Background: an optimization exercise with open tools, aiming at small area and a short achievable clock period. Do not read the settings as production practice.
The RTL of this run was laid out without a check of its function.
No activity file was given, so power comes from the tool's default toggle rates.

==> flow/design.v <==
`timescale 1ns / 1ps
module StartGame(
   input wire start,
   output wire [63:0] Board
    );
   assign Board = 64'h0100_0000_0000_0010;
endmodule
`timescale 1ns / 1ps
module CheckBoard(
   input wire [63:0] slots,
   input wire [15:0] nz,
   input wire [23:0] adj_eq,
   output wire over,
   output wire full,
   output wire success
    );
   wire [15:0] is11;
   genvar k;
   generate for (k = 0; k < 16; k = k + 1) begin : g
      assign is11[k] = (slots[4*k +: 4] == 4'd11);
   end endgenerate
   assign full = &nz;
   assign success = |is11;
   assign over = full & ~(|adj_eq);
endmodule
`timescale 1ns / 1ps
module LineCtl(
   input wire [3:0] nz,
   input wire [3:0] f15,
   input wire e01, e02, e03, e12, e13, e23,
   output wire s0_0, s0_1, s0_2, s0_3, s1_1, s1_2, s1_3, s2_2, s2_3, s3_3,
   output wire m0, m1, m2,
   output wire [3:0] occ
    );
   wire E0 = nz[0] & (nz[1] ? e01 : nz[2] ? e02 : e03);
   wire E1 = nz[1] & (nz[2] ? e12 : e13);
   wire E2 = nz[2] & e23;
   wire M0 = E0;
   wire A1 = nz[1] & M0;
   wire M1 = E1 & ~A1;
   wire A2 = nz[1] ? M1 : M0;
   wire M2 = E2 & ~A2;
   wire A3 = nz[2] ? M2 : nz[1] ? M1 : M0;
   wire K0 = nz[0] & ~(M0 & f15[0]);
   wire K1 = nz[1] & ~A1 & ~(M1 & f15[1]);
   wire K2 = nz[2] & ~A2 & ~(M2 & f15[2]);
   wire K3 = nz[3] & ~A3;
   assign s0_0 = K0;
   assign s0_1 = ~K0 & K1;
   assign s0_2 = ~K0 & ~K1 & K2;
   assign s0_3 = ~K0 & ~K1 & ~K2 & K3;
   assign s1_1 = K0 & K1;
   assign s1_2 = K2 & (K0 ^ K1);
   assign s1_3 = K3 & ((K0 & ~K1 & ~K2) | (~K0 & K1 & ~K2) | (~K0 & ~K1 & K2));
   assign s2_2 = K0 & K1 & K2;
   assign s2_3 = K3 & ((K0 & K1 & ~K2) | (K0 & ~K1 & K2) | (~K0 & K1 & K2));
   assign s3_3 = K0 & K1 & K2 & K3;
   assign m0 = (s0_0 & M0) | (s0_1 & M1) | (s0_2 & M2);
   assign m1 = (s1_1 & M1) | (s1_2 & M2);
   assign m2 = s2_2 & M2;
   assign occ = {s3_3, s2_2 | s2_3, s1_1 | s1_2 | s1_3, s0_0 | s0_1 | s0_2 | s0_3};
endmodule
module Event(
   input wire [63:0] slots,
   input wire dR, dL, dU, dD,         
   input wire hold, ld, st,           
   input wire [63:0] load_board,
   input wire [63:0] init_board,
   output wire [63:0] next,           
   output wire [15:0] nz,
   output wire [23:0] adj_eq
    );
   wire [3:0] c [0:15];
   wire [15:0] f15;
   genvar k;
   generate for (k = 0; k < 16; k = k + 1) begin : gc
      assign c[k] = slots[4*k +: 4];
      assign nz[k] = |slots[4*k +: 4];
      assign f15[k] = &slots[4*k +: 4];
   end endgenerate
   wire h0_01 = c[0] == c[1];
   wire v0_01 = c[0] == c[4];
   wire h0_02 = c[0] == c[2];
   wire v0_02 = c[0] == c[8];
   wire h0_03 = c[0] == c[3];
   wire v0_03 = c[0] == c[12];
   wire h0_12 = c[1] == c[2];
   wire v0_12 = c[4] == c[8];
   wire h0_13 = c[1] == c[3];
   wire v0_13 = c[4] == c[12];
   wire h0_23 = c[2] == c[3];
   wire v0_23 = c[8] == c[12];
   wire h1_01 = c[4] == c[5];
   wire v1_01 = c[1] == c[5];
   wire h1_02 = c[4] == c[6];
   wire v1_02 = c[1] == c[9];
   wire h1_03 = c[4] == c[7];
   wire v1_03 = c[1] == c[13];
   wire h1_12 = c[5] == c[6];
   wire v1_12 = c[5] == c[9];
   wire h1_13 = c[5] == c[7];
   wire v1_13 = c[5] == c[13];
   wire h1_23 = c[6] == c[7];
   wire v1_23 = c[9] == c[13];
   wire h2_01 = c[8] == c[9];
   wire v2_01 = c[2] == c[6];
   wire h2_02 = c[8] == c[10];
   wire v2_02 = c[2] == c[10];
   wire h2_03 = c[8] == c[11];
   wire v2_03 = c[2] == c[14];
   wire h2_12 = c[9] == c[10];
   wire v2_12 = c[6] == c[10];
   wire h2_13 = c[9] == c[11];
   wire v2_13 = c[6] == c[14];
   wire h2_23 = c[10] == c[11];
   wire v2_23 = c[10] == c[14];
   wire h3_01 = c[12] == c[13];
   wire v3_01 = c[3] == c[7];
   wire h3_02 = c[12] == c[14];
   wire v3_02 = c[3] == c[11];
   wire h3_03 = c[12] == c[15];
   wire v3_03 = c[3] == c[15];
   wire h3_12 = c[13] == c[14];
   wire v3_12 = c[7] == c[11];
   wire h3_13 = c[13] == c[15];
   wire v3_13 = c[7] == c[15];
   wire h3_23 = c[14] == c[15];
   wire v3_23 = c[11] == c[15];
   assign adj_eq = {h0_01, h0_12, h0_23, v0_01, v0_12, v0_23, h1_01, h1_12, h1_23, v1_01, v1_12, v1_23, h2_01, h2_12, h2_23, v2_01, v2_12, v2_23, h3_01, h3_12, h3_23, v3_01, v3_12, v3_23};
   wire R0_s0_0,R0_s0_1,R0_s0_2,R0_s0_3,R0_s1_1,R0_s1_2,R0_s1_3,R0_s2_2,R0_s2_3,R0_s3_3;
   wire R0_m0, R0_m1, R0_m2;
   wire [3:0] R0_o;
   LineCtl uR0(.nz({nz[0], nz[1], nz[2], nz[3]}), .f15({f15[0], f15[1], f15[2], f15[3]}), .e01(h0_23), .e02(h0_13), .e03(h0_03), .e12(h0_12), .e13(h0_02), .e23(h0_01),
      .s0_0(R0_s0_0), .s0_1(R0_s0_1), .s0_2(R0_s0_2), .s0_3(R0_s0_3), .s1_1(R0_s1_1), .s1_2(R0_s1_2), .s1_3(R0_s1_3), .s2_2(R0_s2_2), .s2_3(R0_s2_3), .s3_3(R0_s3_3),
      .m0(R0_m0), .m1(R0_m1), .m2(R0_m2), .occ(R0_o));
   wire R1_s0_0,R1_s0_1,R1_s0_2,R1_s0_3,R1_s1_1,R1_s1_2,R1_s1_3,R1_s2_2,R1_s2_3,R1_s3_3;
   wire R1_m0, R1_m1, R1_m2;
   wire [3:0] R1_o;
   LineCtl uR1(.nz({nz[4], nz[5], nz[6], nz[7]}), .f15({f15[4], f15[5], f15[6], f15[7]}), .e01(h1_23), .e02(h1_13), .e03(h1_03), .e12(h1_12), .e13(h1_02), .e23(h1_01),
      .s0_0(R1_s0_0), .s0_1(R1_s0_1), .s0_2(R1_s0_2), .s0_3(R1_s0_3), .s1_1(R1_s1_1), .s1_2(R1_s1_2), .s1_3(R1_s1_3), .s2_2(R1_s2_2), .s2_3(R1_s2_3), .s3_3(R1_s3_3),
      .m0(R1_m0), .m1(R1_m1), .m2(R1_m2), .occ(R1_o));
   wire R2_s0_0,R2_s0_1,R2_s0_2,R2_s0_3,R2_s1_1,R2_s1_2,R2_s1_3,R2_s2_2,R2_s2_3,R2_s3_3;
   wire R2_m0, R2_m1, R2_m2;
   wire [3:0] R2_o;
   LineCtl uR2(.nz({nz[8], nz[9], nz[10], nz[11]}), .f15({f15[8], f15[9], f15[10], f15[11]}), .e01(h2_23), .e02(h2_13), .e03(h2_03), .e12(h2_12), .e13(h2_02), .e23(h2_01),
      .s0_0(R2_s0_0), .s0_1(R2_s0_1), .s0_2(R2_s0_2), .s0_3(R2_s0_3), .s1_1(R2_s1_1), .s1_2(R2_s1_2), .s1_3(R2_s1_3), .s2_2(R2_s2_2), .s2_3(R2_s2_3), .s3_3(R2_s3_3),
      .m0(R2_m0), .m1(R2_m1), .m2(R2_m2), .occ(R2_o));
   wire R3_s0_0,R3_s0_1,R3_s0_2,R3_s0_3,R3_s1_1,R3_s1_2,R3_s1_3,R3_s2_2,R3_s2_3,R3_s3_3;
   wire R3_m0, R3_m1, R3_m2;
   wire [3:0] R3_o;
   LineCtl uR3(.nz({nz[12], nz[13], nz[14], nz[15]}), .f15({f15[12], f15[13], f15[14], f15[15]}), .e01(h3_23), .e02(h3_13), .e03(h3_03), .e12(h3_12), .e13(h3_02), .e23(h3_01),
      .s0_0(R3_s0_0), .s0_1(R3_s0_1), .s0_2(R3_s0_2), .s0_3(R3_s0_3), .s1_1(R3_s1_1), .s1_2(R3_s1_2), .s1_3(R3_s1_3), .s2_2(R3_s2_2), .s2_3(R3_s2_3), .s3_3(R3_s3_3),
      .m0(R3_m0), .m1(R3_m1), .m2(R3_m2), .occ(R3_o));
   wire L0_s0_0,L0_s0_1,L0_s0_2,L0_s0_3,L0_s1_1,L0_s1_2,L0_s1_3,L0_s2_2,L0_s2_3,L0_s3_3;
   wire L0_m0, L0_m1, L0_m2;
   wire [3:0] L0_o;
   LineCtl uL0(.nz({nz[3], nz[2], nz[1], nz[0]}), .f15({f15[3], f15[2], f15[1], f15[0]}), .e01(h0_01), .e02(h0_02), .e03(h0_03), .e12(h0_12), .e13(h0_13), .e23(h0_23),
      .s0_0(L0_s0_0), .s0_1(L0_s0_1), .s0_2(L0_s0_2), .s0_3(L0_s0_3), .s1_1(L0_s1_1), .s1_2(L0_s1_2), .s1_3(L0_s1_3), .s2_2(L0_s2_2), .s2_3(L0_s2_3), .s3_3(L0_s3_3),
      .m0(L0_m0), .m1(L0_m1), .m2(L0_m2), .occ(L0_o));
   wire L1_s0_0,L1_s0_1,L1_s0_2,L1_s0_3,L1_s1_1,L1_s1_2,L1_s1_3,L1_s2_2,L1_s2_3,L1_s3_3;
   wire L1_m0, L1_m1, L1_m2;
   wire [3:0] L1_o;
   LineCtl uL1(.nz({nz[7], nz[6], nz[5], nz[4]}), .f15({f15[7], f15[6], f15[5], f15[4]}), .e01(h1_01), .e02(h1_02), .e03(h1_03), .e12(h1_12), .e13(h1_13), .e23(h1_23),
      .s0_0(L1_s0_0), .s0_1(L1_s0_1), .s0_2(L1_s0_2), .s0_3(L1_s0_3), .s1_1(L1_s1_1), .s1_2(L1_s1_2), .s1_3(L1_s1_3), .s2_2(L1_s2_2), .s2_3(L1_s2_3), .s3_3(L1_s3_3),
      .m0(L1_m0), .m1(L1_m1), .m2(L1_m2), .occ(L1_o));
   wire L2_s0_0,L2_s0_1,L2_s0_2,L2_s0_3,L2_s1_1,L2_s1_2,L2_s1_3,L2_s2_2,L2_s2_3,L2_s3_3;
   wire L2_m0, L2_m1, L2_m2;
   wire [3:0] L2_o;
   LineCtl uL2(.nz({nz[11], nz[10], nz[9], nz[8]}), .f15({f15[11], f15[10], f15[9], f15[8]}), .e01(h2_01), .e02(h2_02), .e03(h2_03), .e12(h2_12), .e13(h2_13), .e23(h2_23),
      .s0_0(L2_s0_0), .s0_1(L2_s0_1), .s0_2(L2_s0_2), .s0_3(L2_s0_3), .s1_1(L2_s1_1), .s1_2(L2_s1_2), .s1_3(L2_s1_3), .s2_2(L2_s2_2), .s2_3(L2_s2_3), .s3_3(L2_s3_3),
      .m0(L2_m0), .m1(L2_m1), .m2(L2_m2), .occ(L2_o));
   wire L3_s0_0,L3_s0_1,L3_s0_2,L3_s0_3,L3_s1_1,L3_s1_2,L3_s1_3,L3_s2_2,L3_s2_3,L3_s3_3;
   wire L3_m0, L3_m1, L3_m2;
   wire [3:0] L3_o;
   LineCtl uL3(.nz({nz[15], nz[14], nz[13], nz[12]}), .f15({f15[15], f15[14], f15[13], f15[12]}), .e01(h3_01), .e02(h3_02), .e03(h3_03), .e12(h3_12), .e13(h3_13), .e23(h3_23),
      .s0_0(L3_s0_0), .s0_1(L3_s0_1), .s0_2(L3_s0_2), .s0_3(L3_s0_3), .s1_1(L3_s1_1), .s1_2(L3_s1_2), .s1_3(L3_s1_3), .s2_2(L3_s2_2), .s2_3(L3_s2_3), .s3_3(L3_s3_3),
      .m0(L3_m0), .m1(L3_m1), .m2(L3_m2), .occ(L3_o));
   wire U0_s0_0,U0_s0_1,U0_s0_2,U0_s0_3,U0_s1_1,U0_s1_2,U0_s1_3,U0_s2_2,U0_s2_3,U0_s3_3;
   wire U0_m0, U0_m1, U0_m2;
   wire [3:0] U0_o;
   LineCtl uU0(.nz({nz[12], nz[8], nz[4], nz[0]}), .f15({f15[12], f15[8], f15[4], f15[0]}), .e01(v0_01), .e02(v0_02), .e03(v0_03), .e12(v0_12), .e13(v0_13), .e23(v0_23),
      .s0_0(U0_s0_0), .s0_1(U0_s0_1), .s0_2(U0_s0_2), .s0_3(U0_s0_3), .s1_1(U0_s1_1), .s1_2(U0_s1_2), .s1_3(U0_s1_3), .s2_2(U0_s2_2), .s2_3(U0_s2_3), .s3_3(U0_s3_3),
      .m0(U0_m0), .m1(U0_m1), .m2(U0_m2), .occ(U0_o));
   wire U1_s0_0,U1_s0_1,U1_s0_2,U1_s0_3,U1_s1_1,U1_s1_2,U1_s1_3,U1_s2_2,U1_s2_3,U1_s3_3;
   wire U1_m0, U1_m1, U1_m2;
   wire [3:0] U1_o;
   LineCtl uU1(.nz({nz[13], nz[9], nz[5], nz[1]}), .f15({f15[13], f15[9], f15[5], f15[1]}), .e01(v1_01), .e02(v1_02), .e03(v1_03), .e12(v1_12), .e13(v1_13), .e23(v1_23),
      .s0_0(U1_s0_0), .s0_1(U1_s0_1), .s0_2(U1_s0_2), .s0_3(U1_s0_3), .s1_1(U1_s1_1), .s1_2(U1_s1_2), .s1_3(U1_s1_3), .s2_2(U1_s2_2), .s2_3(U1_s2_3), .s3_3(U1_s3_3),
      .m0(U1_m0), .m1(U1_m1), .m2(U1_m2), .occ(U1_o));
   wire U2_s0_0,U2_s0_1,U2_s0_2,U2_s0_3,U2_s1_1,U2_s1_2,U2_s1_3,U2_s2_2,U2_s2_3,U2_s3_3;
   wire U2_m0, U2_m1, U2_m2;
   wire [3:0] U2_o;
   LineCtl uU2(.nz({nz[14], nz[10], nz[6], nz[2]}), .f15({f15[14], f15[10], f15[6], f15[2]}), .e01(v2_01), .e02(v2_02), .e03(v2_03), .e12(v2_12), .e13(v2_13), .e23(v2_23),
      .s0_0(U2_s0_0), .s0_1(U2_s0_1), .s0_2(U2_s0_2), .s0_3(U2_s0_3), .s1_1(U2_s1_1), .s1_2(U2_s1_2), .s1_3(U2_s1_3), .s2_2(U2_s2_2), .s2_3(U2_s2_3), .s3_3(U2_s3_3),
      .m0(U2_m0), .m1(U2_m1), .m2(U2_m2), .occ(U2_o));
   wire U3_s0_0,U3_s0_1,U3_s0_2,U3_s0_3,U3_s1_1,U3_s1_2,U3_s1_3,U3_s2_2,U3_s2_3,U3_s3_3;
   wire U3_m0, U3_m1, U3_m2;
   wire [3:0] U3_o;
   LineCtl uU3(.nz({nz[15], nz[11], nz[7], nz[3]}), .f15({f15[15], f15[11], f15[7], f15[3]}), .e01(v3_01), .e02(v3_02), .e03(v3_03), .e12(v3_12), .e13(v3_13), .e23(v3_23),
      .s0_0(U3_s0_0), .s0_1(U3_s0_1), .s0_2(U3_s0_2), .s0_3(U3_s0_3), .s1_1(U3_s1_1), .s1_2(U3_s1_2), .s1_3(U3_s1_3), .s2_2(U3_s2_2), .s2_3(U3_s2_3), .s3_3(U3_s3_3),
      .m0(U3_m0), .m1(U3_m1), .m2(U3_m2), .occ(U3_o));
   wire D0_s0_0,D0_s0_1,D0_s0_2,D0_s0_3,D0_s1_1,D0_s1_2,D0_s1_3,D0_s2_2,D0_s2_3,D0_s3_3;
   wire D0_m0, D0_m1, D0_m2;
   wire [3:0] D0_o;
   LineCtl uD0(.nz({nz[0], nz[4], nz[8], nz[12]}), .f15({f15[0], f15[4], f15[8], f15[12]}), .e01(v0_23), .e02(v0_13), .e03(v0_03), .e12(v0_12), .e13(v0_02), .e23(v0_01),
      .s0_0(D0_s0_0), .s0_1(D0_s0_1), .s0_2(D0_s0_2), .s0_3(D0_s0_3), .s1_1(D0_s1_1), .s1_2(D0_s1_2), .s1_3(D0_s1_3), .s2_2(D0_s2_2), .s2_3(D0_s2_3), .s3_3(D0_s3_3),
      .m0(D0_m0), .m1(D0_m1), .m2(D0_m2), .occ(D0_o));
   wire D1_s0_0,D1_s0_1,D1_s0_2,D1_s0_3,D1_s1_1,D1_s1_2,D1_s1_3,D1_s2_2,D1_s2_3,D1_s3_3;
   wire D1_m0, D1_m1, D1_m2;
   wire [3:0] D1_o;
   LineCtl uD1(.nz({nz[1], nz[5], nz[9], nz[13]}), .f15({f15[1], f15[5], f15[9], f15[13]}), .e01(v1_23), .e02(v1_13), .e03(v1_03), .e12(v1_12), .e13(v1_02), .e23(v1_01),
      .s0_0(D1_s0_0), .s0_1(D1_s0_1), .s0_2(D1_s0_2), .s0_3(D1_s0_3), .s1_1(D1_s1_1), .s1_2(D1_s1_2), .s1_3(D1_s1_3), .s2_2(D1_s2_2), .s2_3(D1_s2_3), .s3_3(D1_s3_3),
      .m0(D1_m0), .m1(D1_m1), .m2(D1_m2), .occ(D1_o));
   wire D2_s0_0,D2_s0_1,D2_s0_2,D2_s0_3,D2_s1_1,D2_s1_2,D2_s1_3,D2_s2_2,D2_s2_3,D2_s3_3;
   wire D2_m0, D2_m1, D2_m2;
   wire [3:0] D2_o;
   LineCtl uD2(.nz({nz[2], nz[6], nz[10], nz[14]}), .f15({f15[2], f15[6], f15[10], f15[14]}), .e01(v2_23), .e02(v2_13), .e03(v2_03), .e12(v2_12), .e13(v2_02), .e23(v2_01),
      .s0_0(D2_s0_0), .s0_1(D2_s0_1), .s0_2(D2_s0_2), .s0_3(D2_s0_3), .s1_1(D2_s1_1), .s1_2(D2_s1_2), .s1_3(D2_s1_3), .s2_2(D2_s2_2), .s2_3(D2_s2_3), .s3_3(D2_s3_3),
      .m0(D2_m0), .m1(D2_m1), .m2(D2_m2), .occ(D2_o));
   wire D3_s0_0,D3_s0_1,D3_s0_2,D3_s0_3,D3_s1_1,D3_s1_2,D3_s1_3,D3_s2_2,D3_s2_3,D3_s3_3;
   wire D3_m0, D3_m1, D3_m2;
   wire [3:0] D3_o;
   LineCtl uD3(.nz({nz[3], nz[7], nz[11], nz[15]}), .f15({f15[3], f15[7], f15[11], f15[15]}), .e01(v3_23), .e02(v3_13), .e03(v3_03), .e12(v3_12), .e13(v3_02), .e23(v3_01),
      .s0_0(D3_s0_0), .s0_1(D3_s0_1), .s0_2(D3_s0_2), .s0_3(D3_s0_3), .s1_1(D3_s1_1), .s1_2(D3_s1_2), .s1_3(D3_s1_3), .s2_2(D3_s2_2), .s2_3(D3_s2_3), .s3_3(D3_s3_3),
      .m0(D3_m0), .m1(D3_m1), .m2(D3_m2), .occ(D3_o));
   wire [15:0] occR = {R3_o[0], R3_o[1], R3_o[2], R3_o[3], R2_o[0], R2_o[1], R2_o[2], R2_o[3], R1_o[0], R1_o[1], R1_o[2], R1_o[3], R0_o[0], R0_o[1], R0_o[2], R0_o[3]};
   wire [15:0] occL = {L3_o[3], L3_o[2], L3_o[1], L3_o[0], L2_o[3], L2_o[2], L2_o[1], L2_o[0], L1_o[3], L1_o[2], L1_o[1], L1_o[0], L0_o[3], L0_o[2], L0_o[1], L0_o[0]};
   wire [15:0] occU = {U3_o[3], U2_o[3], U1_o[3], U0_o[3], U3_o[2], U2_o[2], U1_o[2], U0_o[2], U3_o[1], U2_o[1], U1_o[1], U0_o[1], U3_o[0], U2_o[0], U1_o[0], U0_o[0]};
   wire [15:0] occD = {D3_o[0], D2_o[0], D1_o[0], D0_o[0], D3_o[1], D2_o[1], D1_o[1], D0_o[1], D3_o[2], D2_o[2], D1_o[2], D0_o[2], D3_o[3], D2_o[3], D1_o[3], D0_o[3]};
   function [15:0] first_empty(input [15:0] o);
      integer i;
      reg f;
      begin
         f = 1'b1;
         for (i = 0; i < 16; i = i + 1) begin
            first_empty[i] = f & ~o[i];
            f = f & o[i];
         end
      end
   endfunction
   wire [3:0] fR = first_empty({12'hfff, occR[12], occR[8], occR[4], occR[0]});
   wire [15:0] tR = {3'b000, fR[3], 3'b000, fR[2], 3'b000, fR[1], 3'b000, fR[0]};
   wire [15:0] tD = {12'h000, first_empty({12'hfff, occD[3:0]})};
   wire [15:0] tL = first_empty(occL);
   wire [15:0] tU = first_empty(occU);
   wire g0_0 = (dR & R0_s3_3) | (dL & L0_s0_0) | (dU & U0_s0_0) | (dD & D0_s3_3) | hold;
   wire g0_1 = (dL & L0_s0_1);
   wire g0_2 = (dL & L0_s0_2);
   wire g0_3 = (dL & L0_s0_3);
   wire g0_4 = (dU & U0_s0_1);
   wire g0_8 = (dU & U0_s0_2);
   wire g0_12 = (dU & U0_s0_3);
   wire [3:0] sel0 = ({4{g0_0}} & c[0]) | ({4{g0_1}} & c[1]) | ({4{g0_2}} & c[2]) | ({4{g0_3}} & c[3]) | ({4{g0_4}} & c[4]) | ({4{g0_8}} & c[8]) | ({4{g0_12}} & c[12]) | ({4{ld}} & load_board[3:0]);
   wire mg0 = (dL & L0_m0) | (dU & U0_m0);
   wire t0 = (dR & tR[0]) | (dL & tL[0]) | (dU & tU[0]) | (dD & tD[0]);
   assign next[3:0] = (sel0 + {3'b000, mg0}) | {3'b000, t0} | ({4{st}} & init_board[3:0]);
   wire g1_0 = (dR & R0_s2_3);
   wire g1_1 = (dR & R0_s2_2) | (dL & L0_s1_1) | (dU & U1_s0_0) | (dD & D1_s3_3) | hold;
   wire g1_2 = (dL & L0_s1_2);
   wire g1_3 = (dL & L0_s1_3);
   wire g1_5 = (dU & U1_s0_1);
   wire g1_9 = (dU & U1_s0_2);
   wire g1_13 = (dU & U1_s0_3);
   wire [3:0] sel1 = ({4{g1_0}} & c[0]) | ({4{g1_1}} & c[1]) | ({4{g1_2}} & c[2]) | ({4{g1_3}} & c[3]) | ({4{g1_5}} & c[5]) | ({4{g1_9}} & c[9]) | ({4{g1_13}} & c[13]) | ({4{ld}} & load_board[7:4]);
   wire mg1 = (dR & R0_m2) | (dL & L0_m1) | (dU & U1_m0);
   wire t1 = (dR & tR[1]) | (dL & tL[1]) | (dU & tU[1]) | (dD & tD[1]);
   assign next[7:4] = (sel1 + {3'b000, mg1}) | {3'b000, t1} | ({4{st}} & init_board[7:4]);
   wire g2_0 = (dR & R0_s1_3);
   wire g2_1 = (dR & R0_s1_2);
   wire g2_2 = (dR & R0_s1_1) | (dL & L0_s2_2) | (dU & U2_s0_0) | (dD & D2_s3_3) | hold;
   wire g2_3 = (dL & L0_s2_3);
   wire g2_6 = (dU & U2_s0_1);
   wire g2_10 = (dU & U2_s0_2);
   wire g2_14 = (dU & U2_s0_3);
   wire [3:0] sel2 = ({4{g2_0}} & c[0]) | ({4{g2_1}} & c[1]) | ({4{g2_2}} & c[2]) | ({4{g2_3}} & c[3]) | ({4{g2_6}} & c[6]) | ({4{g2_10}} & c[10]) | ({4{g2_14}} & c[14]) | ({4{ld}} & load_board[11:8]);
   wire mg2 = (dR & R0_m1) | (dL & L0_m2) | (dU & U2_m0);
   wire t2 = (dR & tR[2]) | (dL & tL[2]) | (dU & tU[2]) | (dD & tD[2]);
   assign next[11:8] = (sel2 + {3'b000, mg2}) | {3'b000, t2} | ({4{st}} & init_board[11:8]);
   wire g3_0 = (dR & R0_s0_3);
   wire g3_1 = (dR & R0_s0_2);
   wire g3_2 = (dR & R0_s0_1);
   wire g3_3 = (dR & R0_s0_0) | (dL & L0_s3_3) | (dU & U3_s0_0) | (dD & D3_s3_3) | hold;
   wire g3_7 = (dU & U3_s0_1);
   wire g3_11 = (dU & U3_s0_2);
   wire g3_15 = (dU & U3_s0_3);
   wire [3:0] sel3 = ({4{g3_0}} & c[0]) | ({4{g3_1}} & c[1]) | ({4{g3_2}} & c[2]) | ({4{g3_3}} & c[3]) | ({4{g3_7}} & c[7]) | ({4{g3_11}} & c[11]) | ({4{g3_15}} & c[15]) | ({4{ld}} & load_board[15:12]);
   wire mg3 = (dR & R0_m0) | (dU & U3_m0);
   wire t3 = (dR & tR[3]) | (dL & tL[3]) | (dU & tU[3]) | (dD & tD[3]);
   assign next[15:12] = (sel3 + {3'b000, mg3}) | {3'b000, t3} | ({4{st}} & init_board[15:12]);
   wire g4_0 = (dD & D0_s2_3);
   wire g4_4 = (dR & R1_s3_3) | (dL & L1_s0_0) | (dU & U0_s1_1) | (dD & D0_s2_2) | hold;
   wire g4_5 = (dL & L1_s0_1);
   wire g4_6 = (dL & L1_s0_2);
   wire g4_7 = (dL & L1_s0_3);
   wire g4_8 = (dU & U0_s1_2);
   wire g4_12 = (dU & U0_s1_3);
   wire [3:0] sel4 = ({4{g4_0}} & c[0]) | ({4{g4_4}} & c[4]) | ({4{g4_5}} & c[5]) | ({4{g4_6}} & c[6]) | ({4{g4_7}} & c[7]) | ({4{g4_8}} & c[8]) | ({4{g4_12}} & c[12]) | ({4{ld}} & load_board[19:16]);
   wire mg4 = (dL & L1_m0) | (dU & U0_m1) | (dD & D0_m2);
   wire t4 = (dR & tR[4]) | (dL & tL[4]) | (dU & tU[4]) | (dD & tD[4]);
   assign next[19:16] = (sel4 + {3'b000, mg4}) | {3'b000, t4} | ({4{st}} & init_board[19:16]);
   wire g5_1 = (dD & D1_s2_3);
   wire g5_4 = (dR & R1_s2_3);
   wire g5_5 = (dR & R1_s2_2) | (dL & L1_s1_1) | (dU & U1_s1_1) | (dD & D1_s2_2) | hold;
   wire g5_6 = (dL & L1_s1_2);
   wire g5_7 = (dL & L1_s1_3);
   wire g5_9 = (dU & U1_s1_2);
   wire g5_13 = (dU & U1_s1_3);
   wire [3:0] sel5 = ({4{g5_1}} & c[1]) | ({4{g5_4}} & c[4]) | ({4{g5_5}} & c[5]) | ({4{g5_6}} & c[6]) | ({4{g5_7}} & c[7]) | ({4{g5_9}} & c[9]) | ({4{g5_13}} & c[13]) | ({4{ld}} & load_board[23:20]);
   wire mg5 = (dR & R1_m2) | (dL & L1_m1) | (dU & U1_m1) | (dD & D1_m2);
   wire t5 = (dR & tR[5]) | (dL & tL[5]) | (dU & tU[5]) | (dD & tD[5]);
   assign next[23:20] = (sel5 + {3'b000, mg5}) | {3'b000, t5} | ({4{st}} & init_board[23:20]);
   wire g6_2 = (dD & D2_s2_3);
   wire g6_4 = (dR & R1_s1_3);
   wire g6_5 = (dR & R1_s1_2);
   wire g6_6 = (dR & R1_s1_1) | (dL & L1_s2_2) | (dU & U2_s1_1) | (dD & D2_s2_2) | hold;
   wire g6_7 = (dL & L1_s2_3);
   wire g6_10 = (dU & U2_s1_2);
   wire g6_14 = (dU & U2_s1_3);
   wire [3:0] sel6 = ({4{g6_2}} & c[2]) | ({4{g6_4}} & c[4]) | ({4{g6_5}} & c[5]) | ({4{g6_6}} & c[6]) | ({4{g6_7}} & c[7]) | ({4{g6_10}} & c[10]) | ({4{g6_14}} & c[14]) | ({4{ld}} & load_board[27:24]);
   wire mg6 = (dR & R1_m1) | (dL & L1_m2) | (dU & U2_m1) | (dD & D2_m2);
   wire t6 = (dR & tR[6]) | (dL & tL[6]) | (dU & tU[6]) | (dD & tD[6]);
   assign next[27:24] = (sel6 + {3'b000, mg6}) | {3'b000, t6} | ({4{st}} & init_board[27:24]);
   wire g7_3 = (dD & D3_s2_3);
   wire g7_4 = (dR & R1_s0_3);
   wire g7_5 = (dR & R1_s0_2);
   wire g7_6 = (dR & R1_s0_1);
   wire g7_7 = (dR & R1_s0_0) | (dL & L1_s3_3) | (dU & U3_s1_1) | (dD & D3_s2_2) | hold;
   wire g7_11 = (dU & U3_s1_2);
   wire g7_15 = (dU & U3_s1_3);
   wire [3:0] sel7 = ({4{g7_3}} & c[3]) | ({4{g7_4}} & c[4]) | ({4{g7_5}} & c[5]) | ({4{g7_6}} & c[6]) | ({4{g7_7}} & c[7]) | ({4{g7_11}} & c[11]) | ({4{g7_15}} & c[15]) | ({4{ld}} & load_board[31:28]);
   wire mg7 = (dR & R1_m0) | (dU & U3_m1) | (dD & D3_m2);
   wire t7 = (dR & tR[7]) | (dL & tL[7]) | (dU & tU[7]) | (dD & tD[7]);
   assign next[31:28] = (sel7 + {3'b000, mg7}) | {3'b000, t7} | ({4{st}} & init_board[31:28]);
   wire g8_0 = (dD & D0_s1_3);
   wire g8_4 = (dD & D0_s1_2);
   wire g8_8 = (dR & R2_s3_3) | (dL & L2_s0_0) | (dU & U0_s2_2) | (dD & D0_s1_1) | hold;
   wire g8_9 = (dL & L2_s0_1);
   wire g8_10 = (dL & L2_s0_2);
   wire g8_11 = (dL & L2_s0_3);
   wire g8_12 = (dU & U0_s2_3);
   wire [3:0] sel8 = ({4{g8_0}} & c[0]) | ({4{g8_4}} & c[4]) | ({4{g8_8}} & c[8]) | ({4{g8_9}} & c[9]) | ({4{g8_10}} & c[10]) | ({4{g8_11}} & c[11]) | ({4{g8_12}} & c[12]) | ({4{ld}} & load_board[35:32]);
   wire mg8 = (dL & L2_m0) | (dU & U0_m2) | (dD & D0_m1);
   wire t8 = (dR & tR[8]) | (dL & tL[8]) | (dU & tU[8]) | (dD & tD[8]);
   assign next[35:32] = (sel8 + {3'b000, mg8}) | {3'b000, t8} | ({4{st}} & init_board[35:32]);
   wire g9_1 = (dD & D1_s1_3);
   wire g9_5 = (dD & D1_s1_2);
   wire g9_8 = (dR & R2_s2_3);
   wire g9_9 = (dR & R2_s2_2) | (dL & L2_s1_1) | (dU & U1_s2_2) | (dD & D1_s1_1) | hold;
   wire g9_10 = (dL & L2_s1_2);
   wire g9_11 = (dL & L2_s1_3);
   wire g9_13 = (dU & U1_s2_3);
   wire [3:0] sel9 = ({4{g9_1}} & c[1]) | ({4{g9_5}} & c[5]) | ({4{g9_8}} & c[8]) | ({4{g9_9}} & c[9]) | ({4{g9_10}} & c[10]) | ({4{g9_11}} & c[11]) | ({4{g9_13}} & c[13]) | ({4{ld}} & load_board[39:36]);
   wire mg9 = (dR & R2_m2) | (dL & L2_m1) | (dU & U1_m2) | (dD & D1_m1);
   wire t9 = (dR & tR[9]) | (dL & tL[9]) | (dU & tU[9]) | (dD & tD[9]);
   assign next[39:36] = (sel9 + {3'b000, mg9}) | {3'b000, t9} | ({4{st}} & init_board[39:36]);
   wire g10_2 = (dD & D2_s1_3);
   wire g10_6 = (dD & D2_s1_2);
   wire g10_8 = (dR & R2_s1_3);
   wire g10_9 = (dR & R2_s1_2);
   wire g10_10 = (dR & R2_s1_1) | (dL & L2_s2_2) | (dU & U2_s2_2) | (dD & D2_s1_1) | hold;
   wire g10_11 = (dL & L2_s2_3);
   wire g10_14 = (dU & U2_s2_3);
   wire [3:0] sel10 = ({4{g10_2}} & c[2]) | ({4{g10_6}} & c[6]) | ({4{g10_8}} & c[8]) | ({4{g10_9}} & c[9]) | ({4{g10_10}} & c[10]) | ({4{g10_11}} & c[11]) | ({4{g10_14}} & c[14]) | ({4{ld}} & load_board[43:40]);
   wire mg10 = (dR & R2_m1) | (dL & L2_m2) | (dU & U2_m2) | (dD & D2_m1);
   wire t10 = (dR & tR[10]) | (dL & tL[10]) | (dU & tU[10]) | (dD & tD[10]);
   assign next[43:40] = (sel10 + {3'b000, mg10}) | {3'b000, t10} | ({4{st}} & init_board[43:40]);
   wire g11_3 = (dD & D3_s1_3);
   wire g11_7 = (dD & D3_s1_2);
   wire g11_8 = (dR & R2_s0_3);
   wire g11_9 = (dR & R2_s0_2);
   wire g11_10 = (dR & R2_s0_1);
   wire g11_11 = (dR & R2_s0_0) | (dL & L2_s3_3) | (dU & U3_s2_2) | (dD & D3_s1_1) | hold;
   wire g11_15 = (dU & U3_s2_3);
   wire [3:0] sel11 = ({4{g11_3}} & c[3]) | ({4{g11_7}} & c[7]) | ({4{g11_8}} & c[8]) | ({4{g11_9}} & c[9]) | ({4{g11_10}} & c[10]) | ({4{g11_11}} & c[11]) | ({4{g11_15}} & c[15]) | ({4{ld}} & load_board[47:44]);
   wire mg11 = (dR & R2_m0) | (dU & U3_m2) | (dD & D3_m1);
   wire t11 = (dR & tR[11]) | (dL & tL[11]) | (dU & tU[11]) | (dD & tD[11]);
   assign next[47:44] = (sel11 + {3'b000, mg11}) | {3'b000, t11} | ({4{st}} & init_board[47:44]);
   wire g12_0 = (dD & D0_s0_3);
   wire g12_4 = (dD & D0_s0_2);
   wire g12_8 = (dD & D0_s0_1);
   wire g12_12 = (dR & R3_s3_3) | (dL & L3_s0_0) | (dU & U0_s3_3) | (dD & D0_s0_0) | hold;
   wire g12_13 = (dL & L3_s0_1);
   wire g12_14 = (dL & L3_s0_2);
   wire g12_15 = (dL & L3_s0_3);
   wire [3:0] sel12 = ({4{g12_0}} & c[0]) | ({4{g12_4}} & c[4]) | ({4{g12_8}} & c[8]) | ({4{g12_12}} & c[12]) | ({4{g12_13}} & c[13]) | ({4{g12_14}} & c[14]) | ({4{g12_15}} & c[15]) | ({4{ld}} & load_board[51:48]);
   wire mg12 = (dL & L3_m0) | (dD & D0_m0);
   wire t12 = (dR & tR[12]) | (dL & tL[12]) | (dU & tU[12]) | (dD & tD[12]);
   assign next[51:48] = (sel12 + {3'b000, mg12}) | {3'b000, t12} | ({4{st}} & init_board[51:48]);
   wire g13_1 = (dD & D1_s0_3);
   wire g13_5 = (dD & D1_s0_2);
   wire g13_9 = (dD & D1_s0_1);
   wire g13_12 = (dR & R3_s2_3);
   wire g13_13 = (dR & R3_s2_2) | (dL & L3_s1_1) | (dU & U1_s3_3) | (dD & D1_s0_0) | hold;
   wire g13_14 = (dL & L3_s1_2);
   wire g13_15 = (dL & L3_s1_3);
   wire [3:0] sel13 = ({4{g13_1}} & c[1]) | ({4{g13_5}} & c[5]) | ({4{g13_9}} & c[9]) | ({4{g13_12}} & c[12]) | ({4{g13_13}} & c[13]) | ({4{g13_14}} & c[14]) | ({4{g13_15}} & c[15]) | ({4{ld}} & load_board[55:52]);
   wire mg13 = (dR & R3_m2) | (dL & L3_m1) | (dD & D1_m0);
   wire t13 = (dR & tR[13]) | (dL & tL[13]) | (dU & tU[13]) | (dD & tD[13]);
   assign next[55:52] = (sel13 + {3'b000, mg13}) | {3'b000, t13} | ({4{st}} & init_board[55:52]);
   wire g14_2 = (dD & D2_s0_3);
   wire g14_6 = (dD & D2_s0_2);
   wire g14_10 = (dD & D2_s0_1);
   wire g14_12 = (dR & R3_s1_3);
   wire g14_13 = (dR & R3_s1_2);
   wire g14_14 = (dR & R3_s1_1) | (dL & L3_s2_2) | (dU & U2_s3_3) | (dD & D2_s0_0) | hold;
   wire g14_15 = (dL & L3_s2_3);
   wire [3:0] sel14 = ({4{g14_2}} & c[2]) | ({4{g14_6}} & c[6]) | ({4{g14_10}} & c[10]) | ({4{g14_12}} & c[12]) | ({4{g14_13}} & c[13]) | ({4{g14_14}} & c[14]) | ({4{g14_15}} & c[15]) | ({4{ld}} & load_board[59:56]);
   wire mg14 = (dR & R3_m1) | (dL & L3_m2) | (dD & D2_m0);
   wire t14 = (dR & tR[14]) | (dL & tL[14]) | (dU & tU[14]) | (dD & tD[14]);
   assign next[59:56] = (sel14 + {3'b000, mg14}) | {3'b000, t14} | ({4{st}} & init_board[59:56]);
   wire g15_3 = (dD & D3_s0_3);
   wire g15_7 = (dD & D3_s0_2);
   wire g15_11 = (dD & D3_s0_1);
   wire g15_12 = (dR & R3_s0_3);
   wire g15_13 = (dR & R3_s0_2);
   wire g15_14 = (dR & R3_s0_1);
   wire g15_15 = (dR & R3_s0_0) | (dL & L3_s3_3) | (dU & U3_s3_3) | (dD & D3_s0_0) | hold;
   wire [3:0] sel15 = ({4{g15_3}} & c[3]) | ({4{g15_7}} & c[7]) | ({4{g15_11}} & c[11]) | ({4{g15_12}} & c[12]) | ({4{g15_13}} & c[13]) | ({4{g15_14}} & c[14]) | ({4{g15_15}} & c[15]) | ({4{ld}} & load_board[63:60]);
   wire mg15 = (dR & R3_m0) | (dD & D3_m0);
   wire t15 = (dR & tR[15]) | (dL & tL[15]) | (dU & tU[15]) | (dD & tD[15]);
   assign next[63:60] = (sel15 + {3'b000, mg15}) | {3'b000, t15} | ({4{st}} & init_board[63:60]);
endmodule
`timescale 1ns / 1ps
module game_2048(
   input wire clk,
   input wire [3:0] btn,
   input wire start,
   input wire load,
   input wire [63:0] load_board,
   output wire [63:0] Board_out,
   output wire full,
   output wire ifEnd,
   output wire success
    );
   reg [63:0] temp;
   wire [63:0] InitialBoard;
   wire [63:0] next;
   wire [15:0] nz;
   wire [23:0] adj_eq;
   wire st = start;
   wire ld = ~start & load;
   wire mv = ~start & ~load;
   wire dR = mv & btn[0];
   wire dL = mv & ~btn[0] & btn[1];
   wire dU = mv & ~btn[0] & ~btn[1] & btn[2];
   wire dD = mv & ~btn[0] & ~btn[1] & ~btn[2] & btn[3];
   wire hold = mv & ~(|btn);
   StartGame d0(.start(start), .Board(InitialBoard));
   Event d1(.slots(temp), .dR(dR), .dL(dL), .dU(dU), .dD(dD), .hold(hold), .ld(ld), .st(st),
            .load_board(load_board), .init_board(InitialBoard), .next(next), .nz(nz), .adj_eq(adj_eq));
   CheckBoard d2(.slots(temp), .nz(nz), .adj_eq(adj_eq), .over(ifEnd), .full(full), .success(success));
   always @(posedge clk)
      temp <= next;
   assign Board_out = temp;
endmodule
==> flow/flow/run.sh <==
#!/bin/bash
# Layout flow: the standard flow with fast port buffers and a timing repair
# that aims for 5 ns of setup slack (the clock period and constraints are unchanged).
export BUFFER_PORTS_ARGS="-buffer_cell sky130_fd_sc_hd__buf_4"
export SETUP_SLACK_MARGIN=5
bash standard.sh > standard.log 2>&1
==> flow/standard.sh <==
#!/bin/bash
# synth_recipe.tcl (not shown) runs the flow's synth.tcl, then flattens the netlist and writes it again
# the make line also repeats each setting of config.mk as NAME=value (left out here)
make -C /OpenROAD-flow-scripts/flow DESIGN_CONFIG=/design/flow/config.mk WORK_HOME=/design/flow/orfs CLKGATE_MAP_FILE= SYNTH_SCRIPT=/design/flow/synth_recipe.tcl "${@:-finish}"
==> flow/config.mk <==
export PLATFORM = sky130hd
export DESIGN_NAME = game_2048
export DESIGN_NICKNAME = game_2048
export VERILOG_FILES = /design/flow/design.v
export SDC_FILE = /design/flow/constraint.sdc
export NUM_CORES = 4
export LEC_CHECK = 0
export ABC_AREA = 1
export CAP_MARGIN = 20
export CORE_MARGIN = 2
export CORE_UTILIZATION = 40
export SLEW_MARGIN = 20
==> flow/constraint.sdc <==
create_clock -name core_clock -period 11.0 [get_ports {clk}]
set_input_delay 2.2000 -clock core_clock [delete_from_list [all_inputs] [get_ports {clk}]]
set_output_delay 2.2000 -clock core_clock [all_outputs]
set_load 0.01 [all_outputs]
==> results.env <==
YS_DOMINANT_REG_CELL='dfxtp_1'
TIMING.FINAL.SETUP_VIOLATIONS=0
SYN2LAYOUT_AREA_GROWTH_PCT=11.5
SYNTH.YOSYS.SEQ_AREA_SHARE_PCT=8.08
ROUTE.ANTENNA.REMAINING_NETS=0
SYNTH.AREA.TOP_CELLS='nand2_1 21%, nor2_1 9.2%, nand3_1 8.1%'
DESIGN.DIE.AREA_MM2=0.0413
SYNTH_EDF_COUNT=0
STATUS='no timing/DRC/antenna violations'
DR.PASS1.ITERS=9
STD_CELL_ROWS=72
HTREE_LEVELS=3
FRACTION_OF_FINAL_LAYOUT_CELLS_SIZED_BEYOND_DRIVE_STRENGTH_1_PCT=13.8
DETAIL_ROUTE.DRC_VIOLATIONS=0
DRT-VIAS-PER-INSTANCE=6.27
FIN_CRIT_PS=5740
NETLIST-CELL-TYPE-COUNT=64
FINALWIRELENGTH_MM=106
ASYNCSETRESETFLOPFRACSYNTH_PCT=0
PEAKVDDDROP_uV=99.2
NUM-FILL-CELLS=4416
GLOBAL_ROUTE.OVERFLOW_TOTAL=0
INITIAL_UTILIZATION_PCT=40.7
CRIT_ARRIVAL_PS=3540
TIMING.HOLD.WORST.CLASS='reg2reg'
MAXIMUM_NUMBER_OF_PINS_ON_ONE_NET_BEFORE_GLOBAL_ROUTE_REPAIR=39
FINALINSTANCEAREA_MM2=0.0177
POST-ROUTE-PERIOD-UTIL_PCT=52.2
POST_CTS.REPAIR.SETUP_BUFFERS=0
MAXCAPVIOLCOUNT=0
LEAKAGEPOWER_uW=0.00935
VIA_COUNT=22000
RSZ_0062_RAISED_AFTER_GLOBAL_ROUTING='false'
LARGEST_REGISTER_FF_COUNT=64
BOUNDARYPINS=138
WL_PER_CELL_UM=30.1
DIE_WIDTH_UM=203
GR-USAGE-ALL-LAYERS_PCT=50.4
PLACE.GP.CONGESTION=1.16
NUMBER_OF_INSTANCES_IN_THE_PLACED_DESIGN=3499
GRT_FIRST_PASS_WIRELENGTH_MM=148
LARGEST_REGISTER='temp'
TNS_PS=0
CTS_HOLD_BUFFERS=0
DIE_EXTENT_IN_Y_UM=203
SYNTH_FP_NETS=3045
CLK_PIN_SLEW_WORST_PATHS_PS=70
TOTAL_OF_CELLS_RESIZED_AFTER_CLOCK_TREE_SYNTHESIS=0
SYNTHDOMINANTCELLAREASHARE_PCT=20.8
MAX_SLEW.WORST_PIN.SLEW_PS=898
FINAL_NET_COUNT=3161
SYNTH.CELL_AREA_MM2=0.0159
SYNTHDOMINANTAREACELLTYPE='nand2_1'
CTSROOTBUFFERMASTER='clkbuf_16'
SYNTH-SEQ-CELLS=64
INITIALDRTVIOLATIONCOUNT=3126
FMAXACHIEVABLE_MHz=174
GRT_ANTENNA_BEFORE_REPAIR=3
REQUIRED_TIME_AT_THE_ENDPOINT_OF_THE_CRITICAL_PATH_PS=8800
CORE_REGION_AREA_MM2=0.0389
INSERTED_CLOCK_BUFFERS=9
POWER_DENSITY_RELATIVE_TO_CELL_AREA_mW_PER_MM2=130
CTS_BUFFER_DEPTH=2
CORE_UTIL_FINAL_PCT=45.5
IO_BUFFER_COUNT=137
HOLD_VIOLATIONS=0
CLOCK_TREE_FROM_TRITONCTS='built'
SYNTH_AREA_PER_CELL_UM2=5.51
TOP_REGS='temp (64)'
CLOCK_LATENCY_PS=420
VIAS_IN_THE_FIRST_GLOBAL_ROUTE=20800
SYNTH_CELLS=2876
TIMING.SLEW.HEADROOM_PCT=39.9
DPL-INSTANCE-AREA_MM2=0.0174
WORST-R2R-SETUP-SLACK_PS=5820
STARTPOINT_TYPE='flop'
HPWL_AFTER_DETAILED_PLACEMENT_MM=81.1
FINAL_CELL_COUNT_NO_FILL=3516
FINCLKSKEW_PS=17.6
YOSYS_WARNINGS=2
CRITICAL_PATH.ENDPOINT_TYPE='primary output'
TIMING.FINAL.MAX_SLEW_VIOLATIONS=0
CTS.SINK_COUNT=64
WORSTPATHMAXFANOUT=13
WORST-SETUP-PATH-TYPE='reg2out'
## final timing paths
path / from / endpoint / cells after the start
setup / recovery: temp[2] / ifEnd / 8
hold / removal: temp[11] / temp[11] / 5
setup reg to reg: temp[20] / temp[20] / 18
hold reg to reg: temp[11] / temp[11] / 5
## where the power goes
part,switching (uW),internal [uW],leakage [uW]
Clock,163,176,0.000143
Combinational,1270,426,0.00868
Sequential,13.4,253,0.000528
## placed cells by master (no fill, tap or decap), drive strengths merged, types with 2 or more instances in the layout
cell and instances:
a22o 2, a211oi 4, and2 4, a21boi 2, ha 98, o211ai 23
a31oi 8, o221ai 11, clkbuf 11, nand3 288, o2111ai 14, o21ai 101
o32ai 4, clkinv 7, nand3b 16, a22oi 12, o2bb2ai 2, buf 217
nor4 5, o31ai 6, o22ai 14, nand2 897, inv 348, nor2 426
xor2 136, a221oi 9, a2111oi 2, dfxtp 64, xnor2 11, nor3 52
or2 8, nand4 107, a21oi 78
## cell families (layout without fill, tap and decap cells)
logic type | Yosys count | after routing | share of synthesized area (%)
flip-flops | 64 | 64 | 8.08
AO/OA/AOI/OAI | 300 | 300 | 11.9
buffers and inverters | 463 | 584 | 13.0
other | 0 | 1 | 0
adder cells (fa/ha/maj) | 98 | 98 | 7.73
AND/OR/NAND/NOR | 1804 | 1804 | 51.1
XOR/XNOR | 147 | 147 | 8.12
## synth_stat cells, types with 10 or more instances
cell and count:
o21ai_0 77, nand3_2 28, nand3b_1 16, inv_2 54, dfxtp_1 64, nand4_1 92
inv_1 293, o221ai_1 11, buf_4 51, nand2_2 17, clkbuf_1 16, ha_1 98
o2111ai_1 14, nand4_2 10, xnor2_1 11, buf_6 13, a21oi_1 72, o22ai_1 14
buf_2 28, o21ai_1 19, nor2_1 390, nor2_2 28, o211ai_1 23, a22oi_1 12
xor2_1 136, nor3_1 45, nand2_1 878, nand3_1 258
## area by class of cell
class                      count  area, um2  share of cell area (%)
antenna                        1       2.50                  0.0141
sequential                    64       1280                    7.24
multi-input combinational   2349      12500                    70.8
tap                          518        648                    3.66
clock inverter                 5       57.6                   0.325
clock buffer                  11        233                    1.32
timing repair buffer         217       1630                    9.21
inverter                     351       1320                    7.46
## stage by stage
| stage | power, uW | setup slack [ps] | hold WS (ps) |
|---|---|---|---|
| after global routing | 2380 | 5330 | 894 |
| final | 2300 | 5260 | 848 |
| after detailed placement | 1860 | 5490 | 820 |
| after floorplan | 1280 | 6570 | 791 |
| after global placement | 1850 | 5410 | 807 |
| after CTS | 2200 | 5500 | 830 |
## per-layer routing
metal	part of all wire, %	global-route usage (%)
met1	37	61.7
met2	39	71.7
met3	15	18.9
met4	9.2	37.2
met5	0.013	0
## critical path, cell delays in order (launching register included)
cell and delay [ps]:
dfxtp_1 310, buf_4 310, inv_1 350, nand4_2 470, nand4_1 230, nor4_1 540
nand4_1 150, nor4_1 540, buf_4 220

-- what the ideal ports hide --
The results above use ideal ports. As a check the final layout listed here was re-extracted and re-timed, cells and wires unchanged. Step 1 (the two cells are an assumption about what drives the block):
set clk [get_ports {clk}]
set_driving_cell -lib_cell sky130_fd_sc_hd__clkbuf_16 $clk
set_driving_cell -lib_cell sky130_fd_sc_hd__buf_2 [delete_from_list [all_inputs] $clk]
Step 2 moves the port delays by t, midway between the first and last clock arrival at a register: inputs arrive t later, outputs are due t later. That takes back most of the time a late clock gives input paths. Slacks: no drivers / after step 1 / after step 2; pairs: no drivers / after step 1.
t (ns): 0.465
setup WS [ns]: 5.257 / 5.200 / 5.316
pins driven straight from the clock port: 1
After both steps setup and hold are still met in this run. The setup slack of this run moves by -0.057 ns with the drivers and by +0.059 ns with both steps.
